This is an optimization exercise on Yosys and OpenROAD, whose aim is small area, a short achievable clock period and few clock cycles, not a production implementation. Function was checked by simulation only, so behaviour that the tests miss may differ from the original.

==> flow/design.v <==
`timescale 1ns / 1ps
module fifo(
  input clk,
  input rst_n,
  input [7:0] r,
  input load,
  input vld_next,
  output vld,
  output [7:0] dout
);
  reg v;
  reg [7:0] ra;
  always @(posedge clk)
    if (load) ra <= r;
  always @(posedge clk)
    if (!rst_n) v <= 1'b0;
    else v <= vld_next;
  assign vld = v;
  assign dout = ra;
endmodule
`timescale 1ns / 1ps
module router_top(clock,resetn,pkt_valid,read_enb_0,read_enb_1,read_enb_2,data_in,
                  busy,err,vld_out_0,vld_out_1,vld_out_2,data_out_0,data_out_1,data_out_2);
  input [7:0] data_in;
  input pkt_valid,clock,resetn,read_enb_0,read_enb_1,read_enb_2;
  output [7:0] data_out_0,data_out_1,data_out_2;
  output vld_out_0,vld_out_1,vld_out_2,err,busy;
  reg busy_q, in_pkt, pe, err_q, rv;
  reg [1:0] addr;       
  reg [7:0] r, par;
  wire [2:0] vld = {vld_out_2, vld_out_1, vld_out_0};
  wire [2:0] rdq = {read_enb_2, read_enb_1, read_enb_0};
  wire [2:0] keep = vld & ~rdq;             
  wire [2:0] at = {addr[1], ~addr[1] & addr[0], ~addr[1] & ~addr[0]};
  wire [2:0] ad = {data_in[1], ~data_in[1] & data_in[0], ~data_in[1] & ~data_in[0]};
  wire sel = busy_q | in_pkt;
  wire hdr = ~sel & pkt_valid;              
  wire take = ~busy_q & (in_pkt | pkt_valid);
  wire ka = addr[1] ? keep[2] : (addr[0] ? keep[1] : keep[0]);
  wire kd = data_in[1] ? keep[2] : (data_in[0] ? keep[1] : keep[0]);
  wire [2:0] load = {3{rv & ~busy_q}} & at;
  wire [2:0] vld_next = keep | ({3{sel}} & at) | ({3{hdr}} & ad);
  fifo fifo_0(clock, resetn, r, load[0], vld_next[0], vld_out_0, data_out_0);
  fifo fifo_1(clock, resetn, r, load[1], vld_next[1], vld_out_1, data_out_1);
  fifo fifo_2(clock, resetn, r, load[2], vld_next[2], vld_out_2, data_out_2);
  always @(posedge clock)
    if (!resetn) begin
      busy_q <= 1'b0; in_pkt <= 1'b0; pe <= 1'b0; err_q <= 1'b0; rv <= 1'b0;
    end else begin
      in_pkt <= take ? pkt_valid : in_pkt;
      rv <= take | busy_q;
      busy_q <= sel ? ka : (pkt_valid & kd);
      pe <= take & in_pkt & ~pkt_valid;         
      err_q <= pe & (|par);                      
    end
  always @(posedge clock) begin
    if (hdr) addr <= data_in[1:0];
    if (!busy_q) r <= data_in;
    if (!in_pkt) par <= data_in;
    else if (!busy_q) par <= par ^ data_in;
  end
  assign busy = busy_q;
  assign err = err_q;
endmodule
Settings: LEC_CHECK=0, CAP_MARGIN=20, CORE_MARGIN=2, CORE_UTILIZATION=40, SETUP_SLACK_MARGIN=3.2, SLEW_MARGIN=20; clock period 5.0 ns.
run.sh (not shown) runs the stock make flow with config.mk's settings and CLKGATE_MAP_FILE= SYNTH_SCRIPT=/design/flow/synth_recipe.tcl, a recipe that flattens the netlist after the stock synthesis.
Testbench counts at the start, summed over its fixed seeds: cycles 28,230.
==> next run, changes <==
--- a/flow/design.v
+++ b/flow/design.v
@@ -27,37 +27,35 @@
   output vld_out_0,vld_out_1,vld_out_2,err,busy;
   reg busy_q, in_pkt, pe, err_q, rv;
   reg [1:0] addr;       
   reg [7:0] r, par;
   wire [2:0] vld = {vld_out_2, vld_out_1, vld_out_0};
   wire [2:0] rdq = {read_enb_2, read_enb_1, read_enb_0};
+  wire take = ~busy_q & (in_pkt | pkt_valid);
+  wire [1:0] tgt = in_pkt ? addr : data_in[1:0];
+  wire [1:0] addr_n = take ? tgt : addr;
+  wire [2:0] hit = {addr_n == 2'd2, addr_n == 2'd1, addr_n == 2'd0};
+  wire [2:0] at = {addr == 2'd2, addr == 2'd1, addr == 2'd0};
   wire [2:0] keep = vld & ~rdq;             
-  wire [2:0] at = {addr[1], ~addr[1] & addr[0], ~addr[1] & ~addr[0]};
-  wire [2:0] ad = {data_in[1], ~data_in[1] & data_in[0], ~data_in[1] & ~data_in[0]};
-  wire sel = busy_q | in_pkt;
-  wire hdr = ~sel & pkt_valid;              
-  wire take = ~busy_q & (in_pkt | pkt_valid);
-  wire ka = addr[1] ? keep[2] : (addr[0] ? keep[1] : keep[0]);
-  wire kd = data_in[1] ? keep[2] : (data_in[0] ? keep[1] : keep[0]);
   wire [2:0] load = {3{rv & ~busy_q}} & at;
-  wire [2:0] vld_next = keep | ({3{sel}} & at) | ({3{hdr}} & ad);
+  wire [2:0] vld_next = keep | ({3{take | busy_q}} & hit);
   fifo fifo_0(clock, resetn, r, load[0], vld_next[0], vld_out_0, data_out_0);
   fifo fifo_1(clock, resetn, r, load[1], vld_next[1], vld_out_1, data_out_1);
   fifo fifo_2(clock, resetn, r, load[2], vld_next[2], vld_out_2, data_out_2);
   always @(posedge clock)
     if (!resetn) begin
       busy_q <= 1'b0; in_pkt <= 1'b0; pe <= 1'b0; err_q <= 1'b0; rv <= 1'b0;
     end else begin
       in_pkt <= take ? pkt_valid : in_pkt;
       rv <= take | busy_q;
-      busy_q <= sel ? ka : (pkt_valid & kd);
+      busy_q <= (take | busy_q) & keep[addr_n];
       pe <= take & in_pkt & ~pkt_valid;         
       err_q <= pe & (|par);                      
     end
   always @(posedge clock) begin
-    if (hdr) addr <= data_in[1:0];
+    addr <= addr_n;
     if (!busy_q) r <= data_in;
     if (!in_pkt) par <= data_in;
     else if (!busy_q) par <= par ^ data_in;
   end
   assign busy = busy_q;
   assign err = err_q;
Effect: Non-clock buffer count goes down by 2; final area hardly moves; setup slack improves by 0.027 ns; register-to-register slack degrades by 0.10 ns; count of clock-buffer cells in the layout increases by 1.
Testbench counts after the change, summed over its fixed seeds: cycles 28,230.

==> static timing again, ports no longer ideal <==
The results above use ideal ports. As a check the final layouts listed here were re-extracted and re-timed, cells and wires unchanged.
Step 1, drivers: a clkbuf_16 drives clock and a buf_2 each remaining input, both assumed.
Step 2, shift: input delay + t, output delay - t, t = (earliest + latest rising clock arrival at the registers) / 2. This alone moves slack from input paths to output paths.
Slacks: no drivers / after step 1 / after step 2; pairs: no drivers / after step 1.
| run | shift t [ns] | setup WS [ns] | worst hold slack (ns) | worst register clock-pin slew, ns | cell pins on the clock port's net |
|---|---|---|---|---|---|
| the first run | 0.324 | 3.150 / 3.124 / 2.915 | 0.451 / 0.451 / 0.451 | 0.09 / 0.09 | 1 |
| the second run | 0.314 | 3.177 / 3.155 / 2.923 | 0.430 / 0.430 / 0.430 | 0.09 / 0.09 | 1 |
After both steps every run listed still meets setup and hold. The setup slack of the second run, which loses most, moves by -0.022 ns with the drivers and by -0.254 ns with both steps.
